This is an optimization exercise on Yosys and OpenROAD, whose aim is small area, not a production implementation. Function was checked by simulation only, so behaviour that the tests miss may differ from the original. Power is estimated from default activity; no workload was simulated.

$ cat flow/flow/run.sh
#!/bin/bash
# Layout flow: the standard flow (standard.sh, the ORFS make targets), with
#  - ABC run with an area-oriented script (flow/abc_speed.script): AIG
#    resynthesis (&deepsyn), choice-based rewriting with area-recovering
#    mapping (&dch/&nf), then area-only standard-cell mapping (amap); no
#    buffering/upsizing in ABC, the repair steps after placement fix timing.
#    Everything else in synthesis is the standard one, so the registers are
#    the standard synthesis's;
#  - CTS without dummy load cells;
#  - the smallest buffer on every input and output port.
# Each tool's log is in orfs/logs/; this script's own output is in flow.log.
set -euo pipefail
W=$(pwd)
{
  echo "copying ORFS scripts to $W/scripts_mod"
  rm -rf "$W/scripts_mod"
  cp -r "$FLOW_HOME/scripts" "$W/scripts_mod"
  cp "$W/flow/abc_speed.script" "$W/scripts_mod/abc_speed.script"
  bash "$W/standard.sh" \
    "SCRIPTS_DIR=$W/scripts_mod" \
    "CTS_ARGS=-sink_clustering_enable -repair_clock_nets -dont_use_dummy_load -buf_list sky130_fd_sc_hd__clkbuf_8 -sink_clustering_size 20 -sink_clustering_max_diameter 60" \
    "BUFFER_PORTS_ARGS=-buffer_cell sky130_fd_sc_hd__buf_1" \
    finish
} > "$W/flow.log" 2>&1
$ cat flow/flow/abc_speed.script
&get -n
&st
&deepsyn -T 60
&dch -f
&nf -R 1000
&st
&dch -f
&nf -R 1000
&st
&dch -f
&nf -R 1000
&st
&dch -f
&nf -R 1000
&put
strash
dch -f
amap -m
topo
stime -c
dnsize -c
$ cat flow/standard.sh
#!/bin/bash
# synth_recipe.tcl (not shown) runs the flow's synth.tcl, then flattens the netlist and writes it again
# the make line also repeats each setting of config.mk as NAME=value (left out here)
make -C /OpenROAD-flow-scripts/flow DESIGN_CONFIG=/design/flow/config.mk WORK_HOME=/design/flow/orfs CLKGATE_MAP_FILE= SYNTH_SCRIPT=/design/flow/synth_recipe.tcl "${@:-finish}"
$ cat flow/config.mk
export PLATFORM = sky130hd
export DESIGN_NAME = eth_rx
export DESIGN_NICKNAME = eth_rx
export VERILOG_FILES = /design/flow/design.v
export SDC_FILE = /design/flow/constraint.sdc
export NUM_CORES = 4
export LEC_CHECK = 0
export CAP_MARGIN = 0
export CORE_MARGIN = 2
export CORE_UTILIZATION = 40
export CTS_BUF_LIST = sky130_fd_sc_hd__clkbuf_8
export CTS_CLUSTER_DIAMETER = 60
export CTS_CLUSTER_SIZE = 20
export GPL_TIMING_DRIVEN = 0
export SLEW_MARGIN = 0
$ cat flow/constraint.sdc
create_clock -name core_clock -period 6.5 [get_ports {i_clk}]
set_input_delay 1.3000 -clock core_clock [delete_from_list [all_inputs] [get_ports {i_clk}]]
set_output_delay 1.3000 -clock core_clock [all_outputs]
set_load 0.01 [all_outputs]
$ cat flow/design.v
package code_defs_pkg;
    typedef enum logic [1:0]
        { SYNC_DATA = 2'b10
        , SYNC_CTL = 2'b01
        } sync_t;
    typedef enum logic [7:0]
        { BT_IDLE = 8'h1e
        , BT_O4   = 8'h2d
        , BT_S4   = 8'h33
        , BT_O0S4 = 8'h66
        , BT_O0O4 = 8'h55
        , BT_S0   = 8'h78
        , BT_O0   = 8'h4b
        , BT_T0   = 8'h87
        , BT_T1   = 8'h99
        , BT_T2   = 8'haa
        , BT_T3   = 8'hb4
        , BT_T4   = 8'hcc
        , BT_T5   = 8'hd2
        , BT_T6   = 8'he1
        , BT_T7   = 8'hff
        } block_type_t;
    typedef enum logic [6:0]
        { CC_IDLE = 7'b00
        , CC_LPI = 7'h06
        , CC_ERROR = 7'h1e
        , CC_RES0 = 7'h2d
        , CC_RES1 = 7'h33
        , CC_RES2 = 7'h4b
        , CC_RES3 = 7'h55
        , CC_RES4 = 7'h66
        , CC_RES5 = 7'h78
        } control_code_t;
    typedef enum logic [3:0]
        { OC_SEQ = 4'h0
        , OC_SIG = 4'hf
        } o_code_t;
    typedef enum logic [7:0]
        { RS_IDLE = 8'h07
        , RS_LPI = 8'h06
        , RS_START = 8'hfb
        , RS_TERM = 8'hfd
        , RS_ERROR = 8'hfe
        , RS_OSEQ = 8'h9c
        , RS_RES0 = 8'h1c
        , RS_RES1 = 8'h3c
        , RS_RES2 = 8'h7c
        , RS_RES3 = 8'hbc
        , RS_RES4 = 8'hdc
        , RS_RES5 = 8'hf7
        , RS_OSIG = 8'h5c
        } rs_code_t;
    typedef enum logic [7:0]
        { MAC_PRE = 8'h55
        , MAC_SFD = 8'hd5
        } mac_code_t;
    function automatic logic [7:0] control_to_rs_code(logic [6:0] icode);
        case (icode)
            CC_IDLE:    control_to_rs_code = RS_IDLE;
            CC_LPI:     control_to_rs_code = RS_LPI;
            CC_ERROR:   control_to_rs_code = RS_ERROR;
            CC_RES0:    control_to_rs_code = RS_RES0;
            CC_RES1:    control_to_rs_code = RS_RES1;
            CC_RES2:    control_to_rs_code = RS_RES2;
            CC_RES3:    control_to_rs_code = RS_RES3;
            CC_RES4:    control_to_rs_code = RS_RES4;
            CC_RES5:    control_to_rs_code = RS_RES5;
            default: begin
                control_to_rs_code = RS_IDLE;
            end
        endcase
    endfunction
    function automatic logic [3:0] rs_to_cc_ocode (input logic [7:0] rs_code);
        rs_to_cc_ocode = rs_code == RS_OSEQ ? OC_SEQ : OC_SIG;
    endfunction
    function automatic logic [7:0] cc_to_rs_ocode (input logic [3:0] cc_ocode);
        cc_to_rs_ocode = cc_ocode == OC_SEQ ? RS_OSEQ : RS_OSIG;
    endfunction
endpackage
`timescale 1ns/1ps
`default_nettype none
module slicing_crc (
    input wire i_clk,
    input wire i_en,
    input wire i_continue,
    input wire [31:0] i_data,
    output logic [31:0] o_crc
);
    wire [31:0] x;
    wire [31:0] crc_next;
    assign x = (i_continue ? o_crc : 32'hFFFFFFFF) ^ i_data;
    wire t0 = x[0] ^ x[22];
    wire t1 = x[2] ^ x[7];
    wire t2 = x[3] ^ x[21];
    wire t3 = x[4] ^ t0;
    wire t4 = x[1] ^ x[23];
    wire t5 = x[16] ^ x[28];
    wire t6 = x[10] ^ x[26];
    wire t7 = x[11] ^ x[25];
    wire t8 = x[5] ^ x[31];
    wire t9 = x[14] ^ x[30];
    wire t10 = x[17] ^ x[29];
    wire t11 = x[6] ^ x[9];
    wire t12 = x[19] ^ x[27];
    wire t13 = x[15] ^ x[24];
    wire t14 = x[5] ^ x[8];
    wire t15 = x[20] ^ t1;
    wire t16 = x[13] ^ x[18];
    wire t17 = x[24] ^ x[27];
    wire t18 = x[0] ^ x[12];
    wire t19 = x[15] ^ t8;
    wire t20 = x[23] ^ t5;
    wire t21 = x[7] ^ x[25];
    wire t22 = t1 ^ t2;
    wire t23 = x[4] ^ x[11];
    wire t24 = t7 ^ t11;
    wire t25 = t3 ^ t9;
    wire t26 = x[26] ^ t16;
    wire t27 = x[12] ^ x[18];
    wire t28 = t4 ^ t6;
    wire t29 = x[8] ^ t3;
    wire t30 = t2 ^ t10;
    wire t31 = x[29] ^ t12;
    wire t32 = x[3] ^ x[10];
    wire t33 = t11 ^ t13;
    wire t34 = x[9] ^ x[14];
    wire t35 = x[30] ^ t26;
    wire t36 = t14 ^ t17;
    wire t37 = x[2] ^ x[20];
    wire t38 = x[31] ^ t6;
    wire t39 = x[6] ^ t4;
    wire t40 = t9 ^ t13;
    wire t41 = x[13] ^ t18;
    wire t42 = t15 ^ t39;
    wire t43 = t20 ^ t33;
    wire t44 = t7 ^ t27;
    wire t45 = x[25] ^ x[28];
    wire t46 = t24 ^ t28;
    wire t47 = x[2] ^ t19;
    wire t48 = x[3] ^ x[7];
    wire t49 = t16 ^ t21;
    wire t50 = t15 ^ t23;
    wire t51 = x[17] ^ t29;
    wire t52 = x[4] ^ x[19];
    wire t53 = x[6] ^ t25;
    wire t54 = t10 ^ t37;
    wire t55 = t12 ^ t28;
    wire t56 = x[28] ^ t2;
    wire t57 = x[3] ^ x[26];
    wire t58 = x[30] ^ t17;
    wire t59 = x[20] ^ x[31];
    wire t60 = t18 ^ t30;
    wire t61 = x[12] ^ t36;
    wire t62 = x[16] ^ t25;
    wire t63 = x[24] ^ t14;
    wire t64 = t22 ^ t38;
    wire t65 = x[8] ^ t56;
    wire t66 = x[12] ^ x[13];
    wire t67 = t0 ^ t10;
    wire t68 = x[13] ^ t23;
    wire t69 = x[19] ^ t19;
    wire t70 = t1 ^ t34;
    assign crc_next[0] = x[16] ^ t29 ^ t42 ^ t57;
    assign crc_next[1] = x[4] ^ x[9] ^ x[17] ^ t4 ^ t22 ^ t36;
    assign crc_next[2] = x[2] ^ x[18] ^ t3 ^ t11 ^ t32 ^ t45 ^ t63;
    assign crc_next[3] = x[5] ^ x[29] ^ t46 ^ t48 ^ t52;
    assign crc_next[4] = x[6] ^ x[30] ^ t6 ^ t50 ^ t61;
    assign crc_next[5] = x[7] ^ x[27] ^ t8 ^ t24 ^ t41 ^ t65;
    assign crc_next[6] = x[29] ^ t20 ^ t32 ^ t34 ^ t37 ^ t41;
    assign crc_next[7] = x[1] ^ x[10] ^ t30 ^ t40 ^ t68;
    assign crc_next[8] = t44 ^ t47 ^ t62;
    assign crc_next[9] = t15 ^ t51 ^ t66 ^ t69;
    assign crc_next[10] = x[5] ^ x[21] ^ t3 ^ t26 ^ t70;
    assign crc_next[11] = x[14] ^ x[15] ^ x[22] ^ t12 ^ t14 ^ t32 ^ t39;
    assign crc_next[12] = t43 ^ t50;
    assign crc_next[13] = x[10] ^ x[16] ^ t21 ^ t60 ^ t63;
    assign crc_next[14] = x[1] ^ t24 ^ t35 ^ t51;
    assign crc_next[15] = t8 ^ t27 ^ t55 ^ t70;
    assign crc_next[16] = x[7] ^ x[22] ^ t5 ^ t13 ^ t55 ^ t68;
    assign crc_next[17] = x[14] ^ t7 ^ t20 ^ t54 ^ t61;
    assign crc_next[18] = t33 ^ t35 ^ t45 ^ t60;
    assign crc_next[19] = x[1] ^ t31 ^ t38 ^ t49 ^ t62;
    assign crc_next[20] = x[11] ^ x[17] ^ t5 ^ t12 ^ t19 ^ t48 ^ t53;
    assign crc_next[21] = x[28] ^ t27 ^ t47 ^ t57 ^ t67;
    assign crc_next[22] = x[8] ^ x[22] ^ t15 ^ t31 ^ t35;
    assign crc_next[23] = x[0] ^ x[9] ^ x[23] ^ t9 ^ t12 ^ t59 ^ t65;
    assign crc_next[24] = x[8] ^ x[29] ^ t43 ^ t64;
    assign crc_next[25] = t46 ^ t54 ^ t58;
    assign crc_next[26] = x[28] ^ t44 ^ t58 ^ t64;
    assign crc_next[27] = x[31] ^ t5 ^ t7 ^ t31 ^ t41 ^ t42;
    assign crc_next[28] = x[21] ^ x[24] ^ t10 ^ t20 ^ t53 ^ t66;
    assign crc_next[29] = t4 ^ t8 ^ t40 ^ t49 ^ t67;
    assign crc_next[30] = x[3] ^ x[18] ^ x[22] ^ t21 ^ t40 ^ t52 ^ t59;
    assign crc_next[31] = x[1] ^ x[6] ^ x[25] ^ t0 ^ t22 ^ t69;
    always_ff @(posedge i_clk)
    if (i_en) begin
        o_crc <= crc_next;
    end
endmodule
`timescale 1ns/1ps
`default_nettype none
module scrambler #(
    parameter bit DESCRAMBLE = 0,
    localparam int DATA_WIDTH = 32
) (
    input wire i_clk,
    input wire i_reset,
    input wire i_init_done,
    input wire i_pause,
    input wire [DATA_WIDTH-1:0] i_data,
    output wire [DATA_WIDTH-1:0] o_data
);
    /*verilator lint_off UNUSED*/
    logic[127:0] scrambler_data;
    /*verilator lint_on UNUSED*/
    logic [127:0] next_scrambler_data;
    logic [95:0] next_scrambler_data_split;
    always_ff @(posedge i_clk) begin
        if (i_reset || !i_init_done) begin
            scrambler_data <= '1;
        end
        else if (!i_pause) begin
            scrambler_data <= next_scrambler_data;
        end
    end
    assign next_scrambler_data_split = {scrambler_data[DATA_WIDTH +: 128 - DATA_WIDTH]};
    assign next_scrambler_data = DESCRAMBLE ? {i_data, next_scrambler_data_split} :
                                                {o_data, next_scrambler_data_split};
    generate
        for (genvar gi = 0; gi < DATA_WIDTH; gi++) begin: l_assign_odata
            assign o_data[gi] = next_scrambler_data_split[(64-DATA_WIDTH) + 6+gi] ^ next_scrambler_data_split[(64-DATA_WIDTH) + 25+gi] ^ i_data[gi];
        end
    endgenerate
endmodule
`timescale 1ns/1ps
`default_nettype none
module rx_gearbox #(
    parameter bit REGISTER_OUTPUT = 1,
    localparam int DATA_WIDTH = 32,
    localparam int HEADER_WIDTH = 2,
    localparam int SEQUENCE_WIDTH = 6
) (
    input wire i_clk,
    input wire i_reset,
    input wire [DATA_WIDTH-1:0] i_data,
    input wire i_slip,
    output logic [DATA_WIDTH-1:0] o_data,
    output logic [HEADER_WIDTH-1:0] o_header,
    output logic o_data_valid,
    output logic o_header_valid,
    output wire o_next_second_word    
);
    logic [SEQUENCE_WIDTH-1:0] gearbox_seq;
    logic half_slip;
    always_ff @(posedge i_clk)
    if (i_reset) begin
        gearbox_seq <= '0;
        half_slip <= '0;
    end else begin
        if (!i_slip) begin
            gearbox_seq <= gearbox_seq < 32 ? gearbox_seq + 1 : '0;
        end
        if (i_slip) begin
            half_slip <= ~half_slip;
        end
    end
    logic [DATA_WIDTH-1:0] prev;
    logic prev2_msb;
    always_ff @(posedge i_clk)
    if (!i_slip) begin
        prev <= i_data;
        prev2_msb <= prev[DATA_WIDTH-1];
    end
    wire frame_word;
    wire [64:0] window;
    logic [4:0] start;
    wire [33:0] slice;
    assign frame_word = (half_slip) ? !gearbox_seq[0] && gearbox_seq != SEQUENCE_WIDTH'(32) :
                                      !gearbox_seq[0];
    always_comb begin
        logic [5:0] s1;
        s1 = half_slip ? gearbox_seq + 6'd1 : gearbox_seq - 6'd1;
        start = {s1[4:1], !half_slip};
    end
    assign window = {i_data, prev, prev2_msb};
    logic [40:0] sh_a;
    logic [34:0] sh_b;
    always_comb begin
        case (start[4:3])
            2'd0: sh_a = window[0 +: 41];
            2'd1: sh_a = window[8 +: 41];
            2'd2: sh_a = window[16 +: 41];
            default: sh_a = window[24 +: 41];
        endcase
        case (start[2:1])
            2'd0: sh_b = sh_a[0 +: 35];
            2'd1: sh_b = sh_a[2 +: 35];
            2'd2: sh_b = sh_a[4 +: 35];
            default: sh_b = sh_a[6 +: 35];
        endcase
    end
    assign slice = start[0] ? sh_b[1 +: 34] : sh_b[0 +: 34];
    wire odata_valid_int;
    wire oheader_valid_int;
    assign odata_valid_int = half_slip ? gearbox_seq != 31 : gearbox_seq != 0;
    assign oheader_valid_int = !frame_word && odata_valid_int;
    assign o_next_second_word = odata_valid_int && frame_word;
    always_ff @(posedge i_clk)
    if (i_reset) begin
        o_data_valid <= '0;
        o_header <= '0;
        o_header_valid <= '0;
    end else begin
        o_data_valid <= odata_valid_int;
        o_header <= (oheader_valid_int) ? slice[1:0] : o_header;
        o_header_valid <= oheader_valid_int;
    end
    always_ff @(posedge i_clk)
        o_data <= slice[33:2];
endmodule
`timescale 1ns/1ps
`default_nettype none
module lock_state(
    input wire i_clk,
    input wire i_reset,
    input wire [1:0] i_header,
    input wire i_valid,
    output wire o_slip
);
    typedef enum logic[2:0] { LOCK_INIT = 3'd0, RESET_CNT = 3'd1, TEST_SH = 3'd2,
        VALID_SH = 3'd4, INVALID_SH = 3'd5, SLIP = 3'd3} lock_state_t;
    lock_state_t state, next_state;
    logic [6:0] sh_cnt;
    logic [4:0] sh_invalid_cnt;
    wire sh_valid;
    wire cnt_64, inv_16, inv_zero;
    assign sh_valid = (i_header[1] ^ i_header[0]);
    assign o_slip = (state == SLIP);
    assign cnt_64 = sh_cnt[6];
    assign inv_16 = sh_invalid_cnt[4];
    assign inv_zero = sh_invalid_cnt == 0;
    always_ff @(posedge i_clk) begin
        if (i_reset) begin
            state <= LOCK_INIT;
        end else begin
            state <= next_state;
        end
    end
    always_comb begin
        case (state)
            LOCK_INIT: next_state = RESET_CNT;
            RESET_CNT: next_state = TEST_SH;
            TEST_SH: next_state = sh_valid ? VALID_SH : INVALID_SH;
            VALID_SH: begin
                if (cnt_64) begin
                    next_state = inv_zero ? LOCK_INIT : RESET_CNT;
                end else begin
                    next_state = sh_valid ? VALID_SH : INVALID_SH;
                end
            end
            INVALID_SH: begin
                if (cnt_64 && !inv_16) begin
                    next_state = RESET_CNT;
                end else if (inv_16) begin
                    next_state = SLIP;
                end else begin
                    next_state = sh_valid ? VALID_SH : INVALID_SH;
                end
            end
            default: next_state = RESET_CNT;   
        endcase
    end
    always_ff @(posedge i_clk) begin
        if (state == RESET_CNT) begin
            sh_cnt <= 0;
            sh_invalid_cnt <= 0;
        end else if (state[2] && i_valid) begin
            sh_cnt <= sh_cnt + 1;
            if (state[0]) begin
                sh_invalid_cnt <= sh_invalid_cnt + 1;
            end
        end
    end
endmodule
`timescale 1ns/1ps
`default_nettype none
import code_defs_pkg::*;
module decoder #(
    localparam int DATA_WIDTH = 32,
    localparam int DATA_NBYTES = DATA_WIDTH / 8
) (
    input wire i_reset,
    input wire i_rxc,
    input wire [DATA_WIDTH-1:0] i_rxd,
    input wire [1:0] i_rx_header,
    input wire i_rx_data_valid,
    input wire i_rx_header_valid,
    input wire i_next_decode,      
    output wire [DATA_WIDTH-1:0] o_rxd,
    output wire [DATA_NBYTES-1:0] o_rxctl
);
    logic [DATA_WIDTH-1:0] rxd_q;
    wire output_decode_frame;
    assign output_decode_frame = !i_rx_header_valid && i_rx_data_valid;
    always_ff @(posedge i_rxc) begin
        if (i_rx_data_valid && (output_decode_frame || i_next_decode)) begin
            rxd_q <= i_rxd;
        end
    end
    function automatic logic [7:0] cc_map(input logic [6:0] icode);
        case (icode)
            CC_IDLE:    cc_map = RS_IDLE;
            CC_LPI:     cc_map = RS_LPI;
            CC_ERROR:   cc_map = RS_ERROR;
            CC_RES0:    cc_map = RS_RES0;
            CC_RES1:    cc_map = RS_RES1;
            CC_RES2:    cc_map = RS_RES2;
            CC_RES3:    cc_map = RS_RES3;
            CC_RES4:    cc_map = RS_RES4;
            CC_RES5:    cc_map = RS_RES5;
            default:    cc_map = RS_IDLE;
        endcase
    endfunction
    wire is_data = i_rx_header == SYNC_DATA;
    wire [7:0] bt = rxd_q[7:0];
    wire t_idle = !is_data && bt == BT_IDLE;
    wire t_o4   = !is_data && bt == BT_O4;
    wire t_s4   = !is_data && bt == BT_S4;
    wire t_o0s4 = !is_data && bt == BT_O0S4;
    wire t_o0o4 = !is_data && bt == BT_O0O4;
    wire t_s0   = !is_data && bt == BT_S0;
    wire t_o0   = !is_data && bt == BT_O0;
    wire [7:0] t_term;    
    assign t_term[0] = !is_data && bt == BT_T0;
    assign t_term[1] = !is_data && bt == BT_T1;
    assign t_term[2] = !is_data && bt == BT_T2;
    assign t_term[3] = !is_data && bt == BT_T3;
    assign t_term[4] = !is_data && bt == BT_T4;
    assign t_term[5] = !is_data && bt == BT_T5;
    assign t_term[6] = !is_data && bt == BT_T6;
    assign t_term[7] = !is_data && bt == BT_T7;
    wire t_known = is_data | t_idle | t_o4 | t_s4 | t_o0s4 | t_o0o4 | t_s0 | t_o0 | (|t_term);
    typedef enum logic [3:0] {
        C_RAW = 4'd0,    
        C_MAP = 4'd1,    
        C_O4  = 4'd2,    
        C_FB  = 4'd3,    
        C_OCA = 4'd4,    
        C_T4  = 4'd5,
        C_T5  = 4'd6,
        C_T6  = 4'd7,
        C_T7  = 4'd8,
        C_ERR = 4'd9     
    } hi_class_t;
    hi_class_t cls, cls_q;
    always_comb begin
        if (is_data || t_s0) cls = C_RAW;
        else if (t_idle || t_o0 || t_term[0] || t_term[1] || t_term[2] || t_term[3]) cls = C_MAP;
        else if (t_o4) cls = C_O4;
        else if (t_s4 || t_o0s4) cls = C_FB;
        else if (t_o0o4) cls = C_OCA;
        else if (t_term[4]) cls = C_T4;
        else if (t_term[5]) cls = C_T5;
        else if (t_term[6]) cls = C_T6;
        else if (t_term[7]) cls = C_T7;
        else cls = C_ERR;
    end
    always_ff @(posedge i_rxc) begin
        if (i_reset) begin
            cls_q <= C_RAW;
        end else if (output_decode_frame) begin
            cls_q <= cls;
        end
    end
    function automatic logic [7:0] lo_sel(input int l, input logic is_data, input logic t_idle,
            input logic t_o4, input logic t_s4, input logic t_o0s4, input logic t_o0o4,
            input logic t_s0, input logic t_o0, input logic [7:0] t_term, input logic t_known);
        logic s_raw, s_shf, s_map, s_fb, s_fd, s_oca, s_ocb;
        s_raw = is_data || (l >= 1 && (t_o0s4 || t_o0o4 || t_o0 || t_s0));
        s_shf = 1'b0;
        s_fd = 1'b0;
        s_map = t_idle || t_o4 || t_s4;
        for (int n = 0; n < 8; n++) begin
            if (l < n) s_shf = s_shf || t_term[n];
            if (l == n) s_fd = s_fd || t_term[n];
            if (l > n) s_map = s_map || t_term[n];
        end
        s_fb = (l == 0 && t_s0);
        s_oca = (l == 0 && (t_o0s4 || t_o0));
        s_ocb = (l == 0 && t_o0o4);
        lo_sel = {s_raw, s_shf, s_map, s_fb, s_fd, s_oca, s_ocb, !t_known};
    endfunction
    function automatic logic [7:0] hi_sel(input int l, input hi_class_t c);
        logic s_raw, s_shf, s_map, s_fb, s_fd, s_oca, s_ocb;
        s_raw = c == C_RAW || (l >= 1 && (c == C_O4 || c == C_FB || c == C_OCA));
        s_map = c == C_MAP || (l >= 1 && c == C_T4) || (l >= 2 && c == C_T5) || (l >= 3 && c == C_T6);
        s_shf = (l < 1 && c == C_T5) || (l < 2 && c == C_T6) || (l < 3 && c == C_T7);
        s_fd = (l == 0 && c == C_T4) || (l == 1 && c == C_T5) || (l == 2 && c == C_T6) || (l == 3 && c == C_T7);
        s_fb = l == 0 && c == C_FB;
        s_oca = l == 0 && c == C_OCA;
        s_ocb = l == 0 && c == C_O4;
        hi_sel = {s_raw, s_shf, s_map, s_fb, s_fd, s_oca, s_ocb, c == C_ERR};
    endfunction
    wire hi = !output_decode_frame;
    wire [63:0] lo_bits = {i_rxd, rxd_q};
    wire [3:0] oc_a_src = hi ? rxd_q[3:0] : i_rxd[3:0];
    wire [3:0] oc_b_src = hi ? rxd_q[7:4] : i_rxd[7:4];
    wire [7:0] oc_a = oc_a_src == OC_SEQ ? RS_OSEQ : RS_OSIG;
    wire [7:0] oc_b = oc_b_src == OC_SEQ ? RS_OSEQ : RS_OSIG;
    logic [31:0] rxd_out;
    logic [3:0] ctl_out;
    always_comb begin
        for (int j = 0; j < 4; j++) begin
            logic [7:0] sel;
            logic s_raw, s_shf, s_map, s_fb, s_fd, s_oca, s_ocb, s_err;
            logic [7:0] raw, shf;
            logic [6:0] code;
            sel = hi ? hi_sel(j, cls_q) :
                       lo_sel(j, is_data, t_idle, t_o4, t_s4, t_o0s4, t_o0o4, t_s0, t_o0, t_term, t_known);
            {s_raw, s_shf, s_map, s_fb, s_fd, s_oca, s_ocb, s_err} = sel;
            raw = rxd_q[8*j +: 8];
            shf = (j < 3) ? rxd_q[8*j+8 +: 8] : i_rxd[7:0];
            code = hi ? rxd_q[4 + 7*j +: 7] : lo_bits[8 + 7*j +: 7];
            rxd_out[8*j +: 8] = ({8{s_raw}} & raw) | ({8{s_shf}} & shf) |
                                ({8{s_map}} & cc_map(code)) |
                                ({8{s_fb}} & RS_START) | ({8{s_fd}} & RS_TERM) |
                                ({8{s_oca}} & oc_a) | ({8{s_ocb}} & oc_b) |
                                ({8{s_err}} & RS_ERROR);
            ctl_out[j] = s_err || s_map || s_fb || s_fd || s_oca || s_ocb;
        end
    end
    assign o_rxd = rxd_out;
    assign o_rxctl = ctl_out;
endmodule
`timescale 1ns/1ps
`default_nettype none
import code_defs_pkg::*;
module rx_mac #(
    localparam int DATA_WIDTH = 32,
    localparam int DATA_NBYTES = DATA_WIDTH / 8
) (
    input wire i_reset,
    input wire i_clk,
    input wire [DATA_WIDTH-1:0] i_xgmii_rxd,
    input wire [DATA_NBYTES-1:0] i_xgmii_rxc,
    input wire i_phy_rx_valid,
    output logic [DATA_WIDTH-1:0] m00_axis_tdata,
    output logic [DATA_NBYTES-1:0] m00_axis_tkeep,
    output logic m00_axis_tvalid,
    output logic m00_axis_tlast,
    output logic m00_axis_tuser
);
    logic in_frame;      
    logic next_in_frame;
    logic sfd_found_del;
    logic prev_full;     
    wire sfd_found;
    wire [DATA_NBYTES-1:0] term_loc;
    wire term_found;
    wire ctl_found;
    wire data_invalid;
    wire frame_end;
    logic [DATA_NBYTES-1:0] tkeep;
    logic fcs_ok;
    generate for (genvar gi = 0; gi < DATA_NBYTES; gi++) begin: l_term_loc
        assign term_loc[gi] = i_phy_rx_valid && i_xgmii_rxc[gi] && i_xgmii_rxd[gi*8 +: 8] == RS_TERM;
    end endgenerate
    assign term_found = |term_loc;
    assign ctl_found = |i_xgmii_rxc;
    assign data_invalid = (i_xgmii_rxc[3] && i_xgmii_rxd[31:24] == RS_ERROR) ||
                          (i_xgmii_rxc[2] && i_xgmii_rxd[23:16] == RS_ERROR) ||
                          (i_xgmii_rxc[1] && i_xgmii_rxd[15: 8] == RS_ERROR) ||
                          (i_xgmii_rxc[0] && i_xgmii_rxd[ 7: 0] == RS_ERROR);
    assign sfd_found = i_phy_rx_valid && (i_xgmii_rxd == {{3{8'h55}}, RS_START}) && (i_xgmii_rxc == 4'b1);
    assign frame_end = i_phy_rx_valid && ctl_found;
    assign next_in_frame = in_frame ? !frame_end : sfd_found;
    always_comb begin
        case (1'b1)
            term_loc[0]: tkeep = 4'b0000;
            term_loc[1]: tkeep = 4'b0001;
            term_loc[2]: tkeep = 4'b0011;
            term_loc[3]: tkeep = 4'b0111;
            default: tkeep = 4'b1111;
        endcase
    end
    always_ff @(posedge i_clk)
    if (i_reset) begin
        in_frame <= 1'b0;
        m00_axis_tvalid <= 1'b0;
    end else begin
        in_frame <= next_in_frame;
        m00_axis_tvalid <= in_frame && i_phy_rx_valid && !data_invalid && !sfd_found_del;
    end
    always_ff @(posedge i_clk) begin
        m00_axis_tlast <= frame_end;
        m00_axis_tuser <= fcs_ok;
        m00_axis_tdata <= i_xgmii_rxd;
        m00_axis_tkeep <= tkeep;
        if (i_phy_rx_valid) begin
            sfd_found_del <= sfd_found;
            prev_full <= in_frame && !sfd_found_del && !term_found;
        end
    end
    wire [31:0] crc;
    slicing_crc u_rx_crc (
        .i_clk(i_clk),
        .i_en(i_phy_rx_valid),
        .i_continue(in_frame && prev_full),
        .i_data(i_xgmii_rxd),
        .o_crc(crc)
    );
    always_comb begin
        case (1'b1)
            term_loc[0]: fcs_ok = crc == 32'hDEBB20E3;
            term_loc[1]: fcs_ok = crc == ({24'd0, i_xgmii_rxd[7:0]} ^ 32'h00BE26ED);
            term_loc[2]: fcs_ok = crc == ({16'd0, i_xgmii_rxd[15:0]} ^ 32'hBE26ED00);
            term_loc[3]: fcs_ok = crc == ({8'd0, i_xgmii_rxd[23:0]} ^ 32'h2DFD1072);
            default: fcs_ok = 1'b0;
        endcase
    end
endmodule
`timescale 1ns/1ps
`default_nettype none
import code_defs_pkg::*;
module eth_rx (
    input wire i_clk,
    input wire i_reset,
    input wire [31:0] i_xver_rx_data,
    output logic [31:0] m00_axis_tdata,
    output logic [3:0] m00_axis_tkeep,
    output logic m00_axis_tvalid,
    output logic m00_axis_tlast,
    output logic m00_axis_tuser
);
    wire [31:0] rx_gearbox_data_out, rx_descrambled_data;
    wire [1:0] rx_header;
    wire rx_data_valid, rx_header_valid, rx_next_second_word;
    wire rx_gearbox_slip;
    wire [31:0] rx_decoded_data;
    wire [3:0] rx_decoded_ctl;
    rx_gearbox #(.REGISTER_OUTPUT(1))
    u_rx_gearbox (
        .i_clk(i_clk),
        .i_reset(i_reset),
        .i_data(i_xver_rx_data),
        .i_slip(rx_gearbox_slip),
        .o_data(rx_gearbox_data_out),
        .o_header(rx_header),
        .o_data_valid(rx_data_valid),
        .o_header_valid(rx_header_valid),
        .o_next_second_word(rx_next_second_word)
    );
    lock_state u_lock_state(
        .i_clk(i_clk),
        .i_reset(i_reset),
        .i_header(rx_header),
        .i_valid(rx_header_valid),
        .o_slip(rx_gearbox_slip)
    );
    scrambler #(
        .DESCRAMBLE(1)
    ) u_descrambler(
        .i_clk(i_clk),
        .i_reset(i_reset),
        .i_init_done(!i_reset),
        .i_pause(!rx_data_valid),
        .i_data(rx_gearbox_data_out),
        .o_data(rx_descrambled_data)
    );
    decoder u_decoder(
        .i_reset(i_reset),
        .i_rxc(i_clk),
        .i_rxd(rx_descrambled_data),
        .i_rx_header(rx_header),
        .i_rx_data_valid(rx_data_valid),
        .i_rx_header_valid(rx_header_valid),
        .i_next_decode(rx_next_second_word),
        .o_rxd(rx_decoded_data),
        .o_rxctl(rx_decoded_ctl)
    );
    logic [31:0] xgmii_rx_data;
    logic [3:0] xgmii_rx_ctl;
    logic phy_rx_valid;
    always_ff @(posedge i_clk)
    if (i_reset) begin
        phy_rx_valid <= '0;
    end else begin
        phy_rx_valid <= rx_data_valid;
    end
    always_ff @(posedge i_clk) begin
        xgmii_rx_data <= rx_decoded_data;
        xgmii_rx_ctl <= rx_decoded_ctl;
    end
    rx_mac u_rx (
        .i_reset(i_reset),
        .i_clk(i_clk),
        .i_xgmii_rxd(xgmii_rx_data),
        .i_xgmii_rxc(xgmii_rx_ctl),
        .i_phy_rx_valid(phy_rx_valid),
        .m00_axis_tdata(m00_axis_tdata),
        .m00_axis_tkeep(m00_axis_tkeep),
        .m00_axis_tvalid(m00_axis_tvalid),
        .m00_axis_tlast(m00_axis_tlast),
        .m00_axis_tuser(m00_axis_tuser)
    );
endmodule
==> results of run 1 <==
[cell type report]
type | instances | area [um^2] | area share (%)
multi-input cells | 1363 | 7610 | 45.4
flip-flops and latches | 296 | 6920 | 41.3
inverters | 245 | 941 | 5.62
well taps | 511 | 639 | 3.82
clock buffers | 26 | 358 | 2.14
repair buffers | 73 | 290 | 1.73
[synth_stat cells, types with 4 or more instances]
cell | number | area, um^2
a311oi_1 | 7 | 61.3
edfxtp_1 | 99 | 2970
o32a_1 | 4 | 40.0
o22a_1 | 89 | 780
nor2_1 | 331 | 1240
a221oi_1 | 7 | 61.3
or2_0 | 12 | 75.1
o22ai_1 | 279 | 1750
a31oi_1 | 5 | 31.3
ha_1 | 9 | 113
or4_1 | 12 | 90.1
a21oi_1 | 167 | 836
nand2_1 | 117 | 439
o211ai_1 | 6 | 45.0
dfxtp_1 | 197 | 3940
a22oi_1 | 4 | 30.0
a22o_1 | 5 | 43.8
clkinv_1 | 245 | 920
nand4_1 | 23 | 144
a222oi_1 | 6 | 60.1
o41ai_1 | 6 | 52.6
or3_1 | 15 | 93.8
a211oi_1 | 11 | 82.6
o32ai_1 | 6 | 52.6
o21ai_0 | 87 | 435
o221ai_1 | 22 | 193
nor3_1 | 48 | 240
xor2_1 | 5 | 43.8
nand3_1 | 28 | 140
nor4_1 | 19 | 119
[sequential cells by signal (all words and copies together), names as in the netlist, 5 cells and up]
name and cells:
u_decoder.rxd_q 32, u_rx_gearbox.gearbox_seq 6, u_rx_gearbox.prev 32, u_rx_gearbox.o_data 32, u_lock_state.sh_cnt 7, u_descrambler.scrambler_data 58
u_lock_state.sh_invalid_cnt 5, xgmii_rx_data 32, u_rx.m00_axis_tdata 32, u_rx.u_rx_crc.o_crc 32
[through the flow]
step                setup WS, ns  instances  util (%)  area [um^2]  TNS, ns
floorplan                  0.561       1904         -        15400        0
global placement           -1.87       2487      43.2        16300   -66.94
detailed placement         -2.11       2488      43.3        16300   -67.93
CTS                       0.0364       2514      44.3        16700        0
global route             0.00205       2514      44.4        16800        0
finish                     0.373       2514      44.4        16800        0
[critical path: stages, from the launching register on]
cell and delay (ns):
edfxtp_1 0.40, nand2_2 0.58, clkinv_2 0.56, o22ai_1 1.01, clkinv_1 0.61, o22ai_1 0.45
clkinv_1 0.18, o22ai_1 0.48, clkinv_1 0.32, o22ai_1 0.37, clkinv_1 0.15, o22ai_1 0.39
nor2_1 0.09, a21oi_1 0.27
[cell usage in the layout, fill, tap and decap left out, drive strengths merged, types with 7 or more instances in the layout]
master / count
a211oi: 11
a21oi: 167
a221oi: 7
a311oi: 7
buf: 73
clkbuf: 26
clkinv: 240
dfxtp: 197
edfxtp: 99
ha: 9
nand2: 117
nand3: 28
nand4: 23
nor2: 331
nor3: 48
nor4: 19
o21ai: 87
o221ai: 22
o22a: 89
o22ai: 279
or2: 12
or3: 15
or4: 12
[what timing repair did]
action	in CTS	in global routing
gates cloned	0	0
setup endpoints to repair	41	41
gates resized for setup	6	9
[metal layers]
metal / wire length, um / vias to the layer above / global-route usage, % / share of wire (%)
met5: 0 / - / 0 / 0
met4: 1260 / 0 / 6.03 / 2.4
met3: 4410 / 78 / 4.60 / 8.3
met2: 22300 / 670 / 38.8 / 42
met1: 25400 / 7084 / 38.5 / 48
li1: - / 7401 / - / -
[final timing paths]
kind | slack [ns] | to | start | cells past startpoint
max | 0.37 | u_rx.u_rx_crc.o_crc[14] | u_rx.prev_full | 13
min | 0.39 | u_rx.m00_axis_tdata[30] | xgmii_rx_data[30] | 0
max reg2reg | 0.37 | u_rx.u_rx_crc.o_crc[14] | u_rx.prev_full | 13
min reg2reg | 0.39 | u_rx.m00_axis_tdata[30] | xgmii_rx_data[30] | 0
[power by group through the flow]
stage	clock, W	combinational (W)	sequential, W
detailed placement	0	0.00548	0.00328
floorplan	0	0.00362	0.00308
global placement	0	0.00551	0.00327
CTS	0.000970	0.00551	0.00324
finish	0.000939	0.00574	0.00325
global route	0.00104	0.00623	0.00331
[cells by family (layout without fill, tap and decap cells)]
group	count (synthesis)	after routing	synth area share [%]
xor gates and xnor gates	6	6	0.341
and+or+nand+nor	620	620	17.5
buffers and inverters	245	344	5.97
adders and majority gates	10	10	0.861
DFF	296	296	44.9
AOI/OAI and AO/OA	727	727	30.4
==> impl_metrics.yaml, run 1 <==
synth:
  synthFlopType: "dfxtp_1"
  ys_warn_count: 7
  synth_area_um2: 15400
  synthCells: 1904
  ys_seq_area_share_pct: 44.9
  avgSynthCellArea_um2: 8.09
  syn-num-nets: 1948
  async_flop_share_pct: 0
  synth-seq-cells: 296
  synth.distinct_cells: 49
  synth-edff-count: 99
route:
  wl_um: 53300
  wl_per_cell_um: 21.2
  drt-pass1-iter-count: 7
  drt-vias-per-instance: 6.06
  drc: 0
  antenna_left: 0
  vias: 15233
  first_iter_violations: 1549
layout:
  area_delta_synth_final_pct: 8.75
  n_antenna_cell: 0
  nNetsFinal: 2049
  fill_cells: 3813
  layout-drive-gt1-share_pct: 2.20
clock_network:
  clk_transition_reported_paths_ns: 0.11
  post_cts_buffers: 0
  cts-root-buf: "clkbuf_8"
  postCtsHoldBufs: 0
  clockBufferDepth: 3
  cts_tree: "built"
  cts.sinks: 296
  clkLatencyLatePin_ns: 0.63
  numCtsBuffers: 26
  cts.htree.levels: 1
outcome:
  run_status: "finished clean"
power_and_ir_drop:
  power_w: 0.00993
  power_frac_clock_pct: 9.5
  power_density_nw_per_um2: 593
  p_comb_share_pct: 57.8
  switching_share_pct: 52.8
  power_leakage_nw: 5.36
  power.switching_w: 0.00524
  peakVddDrop_uv: 232
  p_int_w: 0.00469
  seq_power_share_pct: 32.7
global_routing:
  grt_max_degree: 59
  track_usage_pct: 25.9
  grt_pass1_vias: 13691
  antenna_found_initial: 1
  grt_pass1_wl_um: 81500
  gr-total-overflow: 0
floorplanning:
  dieHeight_um: 200
  rows: 71
  fp.coreArea_um2: 37800
  boundaryPins: 73
  die_width_um: 200
  die_area_um2: 40100
  initial_core_util_pct: 40.8
min_path:
  hold_class: "flop to flop"
placement:
  gp_congestion: 0.959
  io_buffers: 72
  dp_hpwl_um: 41500
timing:
  rsz0062_at_grt: "false"
  fmax_mhz: 163
  setup_viol: 0
  clock_skew_ns: 0.0649
  min_period_ns: 6.13
  hold_violations: 0
  slew_headroom_pct: 11.1
  worst_slew_pin_slew_ns: 1.33
  whs_ns: 0.386
  final_max_slew_viol_count: 0
  fin_crit_sh_pct: 94.3
critical_path:
  crit_arrival_ns: 6.51
  cp.required_ns: 6.88
  critical_path_class: "flop to flop"
  worst-path-max-fanout: 36
  setup.worst_path.end_class: "flop"
  crit_path_start_kind: "flop"
run:
  drv_cap: 0
==> run 2: changes to the inputs <==
--- a/flow/flow/run.sh
+++ b/flow/flow/run.sh
@@ -20,3 +20,3 @@
     "SCRIPTS_DIR=$W/scripts_mod" \
-    "CTS_ARGS=-sink_clustering_enable -repair_clock_nets -dont_use_dummy_load -buf_list sky130_fd_sc_hd__clkbuf_8 -sink_clustering_size 20 -sink_clustering_max_diameter 60" \
+    "CTS_ARGS=-sink_clustering_enable -repair_clock_nets -dont_use_dummy_load -buf_list sky130_fd_sc_hd__clkbuf_16 -sink_clustering_size 40 -sink_clustering_max_diameter 80" \
     "BUFFER_PORTS_ARGS=-buffer_cell sky130_fd_sc_hd__buf_1" \
==> impl_metrics.yaml, run 2 <==
critical_path:
  setup.worst_path.end_class: "flop"
  critical_path_class: "flop to flop"
  cp.required_ns: 6.80
  crit_arrival_ns: 6.40
  cp_slowest_stage_delay_ns: 1.03
  path_cells: "nand2_2, clkinv_2, o22ai_1, clkinv_1, o22ai_1, clkinv_1, o22ai_1, clkinv_1, o22ai_1, clkinv_1, o22ai_1, nor2_1, a21oi_1"
  cp_common_cell: "o22ai_1"
  cp_slowest_cell: "o22ai_1"
  crit_path_start_kind: "flop"
  worst-path-max-fanout: 36
global_routing:
  grt_pass1_vias: 13643
  use_met2_pct: 38.8
  grt_pass1_wl_um: 81200
  track_usage_pct: 25.7
  use_met3_pct: 4.60
  grt_max_degree: 59
  grt.busiest_layer: "met2"
  antenna_found_initial: 1
  grtUsageMet1_pct: 38.3
  gr-total-overflow: 0
layout:
  layout_common_cells: "329 x nor2_1, 279 x o22ai_1, 238 x clkinv_1"
  layout-drive-gt1-share_pct: 1.65
  largest_register_ffs: 58
  final_util_pct: 44.6
  fill_cells: 3801
  final_common_cell: "nor2_1"
  regMostFlops: "u_descrambler.scrambler_data"
  area_delta_synth_final_pct: 9.19
  nNetsFinal: 2040
  n_antenna_cell: 0
power_and_ir_drop:
  power_leakage_nw: 5.39
  peakVddDrop_uv: 296
  power_density_nw_per_um2: 595
floorplanning:
  die_area_um2: 40100
  initial_core_util_pct: 40.8
  boundaryPins: 73
  die_width_um: 200
  rows: 71
  fp.coreArea_um2: 37800
  dieHeight_um: 200
synth:
  synth_top_cell_area_share_pct: 25.6
  synth-edff-count: 99
  yosysMostFrequentCell: "nor2_1"
  synth.largest_area_cell: "dfxtp_1"
  synth-seq-cells: 296
  netlist_top_cells_count: "331 x nor2_1, 279 x o22ai_1, 245 x clkinv_1"
  ys_warn_count: 7
  synthCells: 1904
  ys_seq_area_share_pct: 44.9
  async_flop_share_pct: 0
  synth.distinct_cells: 49
  synthFlopType: "dfxtp_1"
  synthTopCellsByArea: "dfxtp_1 26%, edfxtp_1 19%, o22ai_1 11%"
  syn-num-nets: 1948
  synth_area_um2: 15400
  avgSynthCellArea_um2: 8.09
clock_network:
  clk_transition_reported_paths_ns: 0.10
  cts_tree: "built"
  cts-root-buf: "clkbuf_16"
  numCtsBuffers: 17
  cts.sinks: 296
  clkLatencyLatePin_ns: 0.55
  cts.htree.levels: 1
  clockBufferDepth: 3
timing:
  final_max_slew_viol_count: 0
  hold_violations: 0
  fmax_mhz: 164
  min_period_ns: 6.09
  whs_ns: 0.427
  clock_skew_ns: 0.0692
  fin_ws_ns: 0.407
  worst_slew_pin_slew_ns: 1.30
  rsz0062_at_grt: "false"
  slew_headroom_pct: 12.8
  setup_viol: 0
  fin_crit_sh_pct: 93.7
  setup-tns-final_ns: 0
route:
  wl_per_cell_um: 21.1
  first_iter_violations: 1595
  wl_um: 52900
  vias: 15194
  drt-vias-per-instance: 6.07
  antenna_left: 0
  drt-pass1-iter-count: 7
  drc: 0
run:
  drv_cap: 0
min_path:
  hold_class: "flop to flop"
outcome:
  run_status: "finished clean"
placement:
  dp_hpwl_um: 41500
  io_buffers: 72
  gp_congestion: 0.959
  dpl_worst_slack_ns: -2.11
## run 2: metal layers
metal	part of all wire [%]	wire (um)	up-vias
li1	-	-	7384
met1	48	25200	7057
met2	42	22200	686
met3	8.3	4380	67
met4	2.1	1110	0
met5	0	0	-
## run 2: final timing paths
kind / from / to / slack [ns] / cells after the start
setup / recovery: u_rx.prev_full / u_rx.u_rx_crc.o_crc[14] / 0.41 / 13
hold / removal: xgmii_rx_data[17] / u_rx.m00_axis_tdata[17] / 0.43 / 0
setup reg to reg: u_rx.prev_full / u_rx.u_rx_crc.o_crc[14] / 0.41 / 13
hold reg to reg: xgmii_rx_data[17] / u_rx.m00_axis_tdata[17] / 0.43 / 0
## run 2: power by group
| part | leakage, nW | internal [W] | total (W) | switching (W) |
|---|---|---|---|---|
| clock | 0.209 | 0.000468 | 0.00104 | 0.000573 |
| combinational | 2.58 | 0.00166 | 0.00572 | 0.00406 |
| sequential | 2.60 | 0.00268 | 0.00325 | 0.000573 |
| total | 5.39 | 0.00480 | 0.0100 | 0.00521 |
## run 2: cells by family after synthesis
family,count (synthesis),share of synthesized area (%)
AOI/OAI and AO/OA,727,30.4
xor gates and xnor gates,6,0.341
adders and majority gates,10,0.861
buffers and inverters,245,5.97
DFF,296,44.9
and+or+nand+nor,620,17.5
## run 2: through the flow
stage                     total power, W  std cells  area [um^2]
after floorplan                  0.00671       1904        15400
after global placement           0.00878       2487        16300
after detailed placement         0.00876       2488        16300
after CTS                        0.00982       2505        16800
after global routing              0.0107       2505        16800
final                             0.0100       2505        16800
## run 2: area by class of cell
class                           count  area (um^2)  area share [%]
Clock buffer                       17          425            2.53
Inverter                          245          937            5.57
Multi-Input combinational cell   1363         7610            45.2
Sequential cell                   296         6920            41.1
Tap cell                          511          639            3.80
Timing Repair Buffer               73          290            1.73
## run 2: repair_timing
item / CTS / global route
resized for setup: 7 / 7
buffers inserted: 0 / 0
pin swaps: 0 / 0
setup endpoints to repair: 41 / 41
hold buffers: 0 / 0
## run 2: worst max-delay path: cells and delay by family (launching register included)
family / cells / cell delay (ns)
AOI/OAI and AO/OA: 6 / 3.00
buffers and inverters: 5 / 1.81
DFF: 1 / 0.39
and+or+nand+nor: 2 / 0.66
==> run 3: changes to the inputs <==
--- a/flow/design.v
+++ b/flow/design.v
@@ -352,8 +352,18 @@
             RESET_CNT: next_state = TEST_SH;
-            TEST_SH: next_state = sh_valid ? VALID_SH : INVALID_SH;
+            TEST_SH: begin
+                if (sh_valid) begin
+                    next_state = VALID_SH;
+                end else begin
+                    next_state = INVALID_SH;
+                end
+            end
             VALID_SH: begin
-                if (cnt_64) begin
-                    next_state = inv_zero ? LOCK_INIT : RESET_CNT;
+                if (cnt_64 && inv_zero) begin
+                    next_state = LOCK_INIT;
+                end else if (cnt_64) begin
+                    next_state = RESET_CNT;
+                end else if (sh_valid) begin
+                    next_state = VALID_SH;
                 end else begin
-                    next_state = sh_valid ? VALID_SH : INVALID_SH;
+                    next_state = INVALID_SH;
                 end
@@ -365,4 +375,6 @@
                     next_state = SLIP;
+                end else if (sh_valid) begin
+                    next_state = VALID_SH;
                 end else begin
-                    next_state = sh_valid ? VALID_SH : INVALID_SH;
+                    next_state = INVALID_SH;
                 end
@@ -410,14 +422,19 @@
     function automatic logic [7:0] cc_map(input logic [6:0] icode);
-        case (icode)
-            CC_IDLE:    cc_map = RS_IDLE;
-            CC_LPI:     cc_map = RS_LPI;
-            CC_ERROR:   cc_map = RS_ERROR;
-            CC_RES0:    cc_map = RS_RES0;
-            CC_RES1:    cc_map = RS_RES1;
-            CC_RES2:    cc_map = RS_RES2;
-            CC_RES3:    cc_map = RS_RES3;
-            CC_RES4:    cc_map = RS_RES4;
-            CC_RES5:    cc_map = RS_RES5;
-            default:    cc_map = RS_IDLE;
+        logic [2:0] h;
+        logic [3:0] lo_exp;
+        logic match;
+        logic [7:0] rs;
+        h = icode[6:4];
+        case (h)
+            3'd0: begin lo_exp = 4'h6; rs = RS_LPI;   end    
+            3'd1: begin lo_exp = 4'he; rs = RS_ERROR; end    
+            3'd2: begin lo_exp = 4'hd; rs = RS_RES0;  end    
+            3'd3: begin lo_exp = 4'h3; rs = RS_RES1;  end    
+            3'd4: begin lo_exp = 4'hb; rs = RS_RES2;  end    
+            3'd5: begin lo_exp = 4'h5; rs = RS_RES3;  end    
+            3'd6: begin lo_exp = 4'h6; rs = RS_RES4;  end    
+            default: begin lo_exp = 4'h8; rs = RS_RES5; end  
         endcase
+        match = icode[3:0] == lo_exp;
+        cc_map = match ? rs : RS_IDLE;
     endfunction
--- a/flow/flow/run.sh
+++ b/flow/flow/run.sh
@@ -20,3 +20,3 @@
     "SCRIPTS_DIR=$W/scripts_mod" \
-    "CTS_ARGS=-sink_clustering_enable -repair_clock_nets -dont_use_dummy_load -buf_list sky130_fd_sc_hd__clkbuf_16 -sink_clustering_size 40 -sink_clustering_max_diameter 80" \
+    "CTS_ARGS=-sink_clustering_enable -repair_clock_nets -dont_use_dummy_load -buf_list sky130_fd_sc_hd__clkbuf_8 -sink_clustering_size 20 -sink_clustering_max_diameter 60" \
     "BUFFER_PORTS_ARGS=-buffer_cell sky130_fd_sc_hd__buf_1" \
==> impl_metrics.yaml, run 3 <==
outcome:
  run_status: "finished clean"
floorplanning:
  fp.coreArea_um2: 37700
  die_area_um2: 39800
  initial_core_util_pct: 40.6
  dieHeight_um: 200
  boundaryPins: 73
  die_width_um: 200
  rows: 71
layout:
  layout_common_cells: "323 x nor2_1, 245 x o22ai_1, 230 x clkinv_1"
  final_common_cell: "nor2_1"
  fill_cells: 3851
  largest_register_ffs: 58
  area_delta_synth_final_pct: 9.16
  layout-drive-gt1-share_pct: 2.23
  regMostFlops: "u_descrambler.scrambler_data"
  n_antenna_cell: 0
  fin_cells: 2488
  nNetsFinal: 2023
power_and_ir_drop:
  p_int_w: 0.00473
  peakVddDrop_uv: 197
  power.switching_w: 0.00513
  seq_power_share_pct: 32.7
  power_leakage_nw: 5.40
  p_comb_share_pct: 58.2
  power_density_nw_per_um2: 590
  power_frac_clock_pct: 9.1
  switching_share_pct: 52.0
critical_path:
  path_cells: "clkinv_2, ha_1, clkinv_1, o21bai_1, nor2_1, a21oi_2, clkinv_1, nor2_2, clkinv_1, o221ai_1, o22ai_1, nor2_1, o21ai_0, o221ai_1, a21oi_1"
  startpoint: "u_rx_gearbox.half_slip"
  crit_path_start_kind: "flop"
  setup.worst_path.end_class: "flop"
  critical_path_class: "flop to flop"
  r2r-start: "u_rx_gearbox.half_slip"
  crit_family: "compound AO/OA/AOI/OAI gates"
  path_buf_inv: 4
  crit_arrival_ns: 6.32
  cp_slowest_cell: "dfxtp_4"
  worst-path-max-fanout: 58
  cp.required_ns: 6.93
  cp_slowest_stage_delay_ns: 0.68
  cp_common_cell: "clkinv_1"
global_routing:
  grt_pass1_wl_um: 79000
  grt_pass1_vias: 13450
  gr-total-overflow: 0
  antenna_found_initial: 0
  track_usage_pct: 25.7
  grt_max_degree: 59
route:
  wl_per_cell_um: 20.6
  drt-vias-per-instance: 6.03
  wl_um: 51100
  drc: 0
  antenna_left: 0
  first_iter_violations: 1483
  drt-pass1-iter-count: 7
  vias: 14993
timing:
  clock_skew_ns: 0.0868
  fmax_mhz: 170
  fin_ws_ns: 0.611
  whs_ns: 0.392
  setup_viol: 0
  fin_crit_sh_pct: 90.6
  rsz0062_at_grt: "false"
  worst_slew_pin_slew_ns: 1.27
  min_period_ns: 5.89
  hold_violations: 0
  slew_headroom_pct: 14.7
  final_max_slew_viol_count: 0
min_path:
  min_from: "xgmii_rx_data[31]"
  hold_class: "flop to flop"
synth:
  synthTopCellsByArea: "dfxtp_1 26%, edfxtp_1 19%, o22ai_1 10%"
  synth_area_um2: 15300
  synthCells: 1876
  synth.distinct_cells: 54
  async_flop_share_pct: 0
  ys_seq_area_share_pct: 45.2
  synth-edff-count: 99
  syn-num-nets: 1920
  avgSynthCellArea_um2: 8.16
  ys_warn_count: 7
  synth.largest_area_cell: "dfxtp_1"
  synthFlopType: "dfxtp_1"
  synth_top_cell_area_share_pct: 25.8
  synth-seq-cells: 296
  netlist_top_cells_count: "327 x nor2_1, 246 x o22ai_1, 234 x clkinv_1"
  yosysMostFrequentCell: "nor2_1"
clock_network:
  clk_transition_reported_paths_ns: 0.11
  post_cts_buffers: 0
  clkLatencyLatePin_ns: 0.61
  cts-root-buf: "clkbuf_8"
  numCtsBuffers: 25
  clockBufferDepth: 3
  postCtsHoldBufs: 0
  cts.sinks: 296
  cts_tree: "built"
  cts.htree.levels: 1
placement:
  gp_congestion: 0.960
  dpl_worst_slack_ns: -1.24
  place_inst: 2461
  io_buffers: 72
  dp_hpwl_um: 40100
run:
  drv_cap: 0
run 3: cell count changes in the layout (fill, tap and decap cells not counted), moves of 9 or more:
cell / before / now
a21oi_1: 166 / 188
clkbuf_16: 17 / 0
nand3_1: 28 / 16
clkbuf_8: 0 / 25
nor3_1: 48 / 39
nand2_1: 115 / 100
o22ai_1: 279 / 245
o21ai_0: 86 / 105
run 3: cell families after synthesis:
logic type | count (synthesis) | synth area share (%)
fa+ha+maj | 10 | 0.867
compound gates | 748 | 31.3
buf+inv | 234 | 5.74
simple gates | 580 | 16.5
xor+xnor | 7 | 0.401
mux | 1 | 0.0654
flops | 296 | 45.2
run 3: path summary, 6_finish.rpt:
path                                   end  slack, ns  depth (start not counted)
setup / recovery  u_rx_gearbox.o_header[1]       0.61                         15
hold / removal     u_rx.m00_axis_tdata[31]       0.39                          0
setup reg to reg  u_rx_gearbox.o_header[1]       0.61                         15
hold reg to reg    u_rx.m00_axis_tdata[31]       0.39                          0
run 3: final cells by class:
type / instances / area (um^2) / area share (%)
multi-input cells: 1346 / 7550 / 45.2
flip-flops and latches: 296 / 6920 / 41.4
inverters: 234 / 886 / 5.30
well taps: 511 / 639 / 3.83
repair buffers: 76 / 365 / 2.19
clock buffers: 25 / 344 / 2.06
run 3: stage by stage:
stage | total power [W] | area [um^2] | TNS (ns) | util (%)
2_1_floorplan | 0.00678 | 15300 | 0 | -
3_3_place_gp | 0.00876 | 16200 | -67.01 | 43.0
3_5_place_dp | 0.00877 | 16300 | -34.35 | 43.2
4_1_cts | 0.00970 | 16600 | 0 | 44.2
5_1_grt | 0.0106 | 16700 | 0 | 44.3
6_report | 0.00986 | 16700 | 0 | 44.3
run 3: metal layers:
metal	track usage, %	share of wire (%)	vias up
li1	-	-	7322
met1	37.7	47	6984
met2	39.4	43	607
met3	4.14	7.6	80
met4	6.23	2.4	0
met5	0	0	-
run 3: power by group through the flow:
stage | Clock [W] | Sequential (W) | Combinational [W]
floorplan | 0 | 0.00307 | 0.00371
global placement | 0 | 0.00325 | 0.00551
detailed placement | 0 | 0.00326 | 0.00551
CTS | 0.000940 | 0.00322 | 0.00554
global route | 0.00100 | 0.00329 | 0.00632
finish | 0.000900 | 0.00323 | 0.00574
run 3: timing repair:
action	CTS	global route
pin swaps	0	0
hold endpoints to repair	0	0
gates resized for setup	6	6
setup endpoints to repair	34	43

-- static timing again, ports no longer ideal --
The flow's constraints put no driver on any port. The routed layouts listed below were extracted and timed again, unchanged, in two steps.
Step 1 sets driving cells, clkbuf_16 on the clock port and buf_2 on the other inputs (assumed; they add their load-dependent delay and slew).
Step 2, shift: input delay + t, output delay - t, t = (earliest + latest rising clock arrival at the registers) / 2. This alone moves slack from input paths to output paths.
Slacks: ideal ports / drivers / drivers and shift; pairs: ideal ports / drivers.
run	shift t [ns]	setup WS [ns]	hold slack, ns	worst setup path at the end
run 1	0.644	0.373 / 0.373 / 0.373	0.386 / 0.386 / 0.386	register to register
run 2	0.570	0.407 / 0.407 / 0.407	0.427 / 0.427 / 0.427	register to register
run 3	0.619	0.611 / 0.611 / 0.611	0.392 / 0.392 / 0.392	register to register
After both steps every run listed still meets setup and hold.
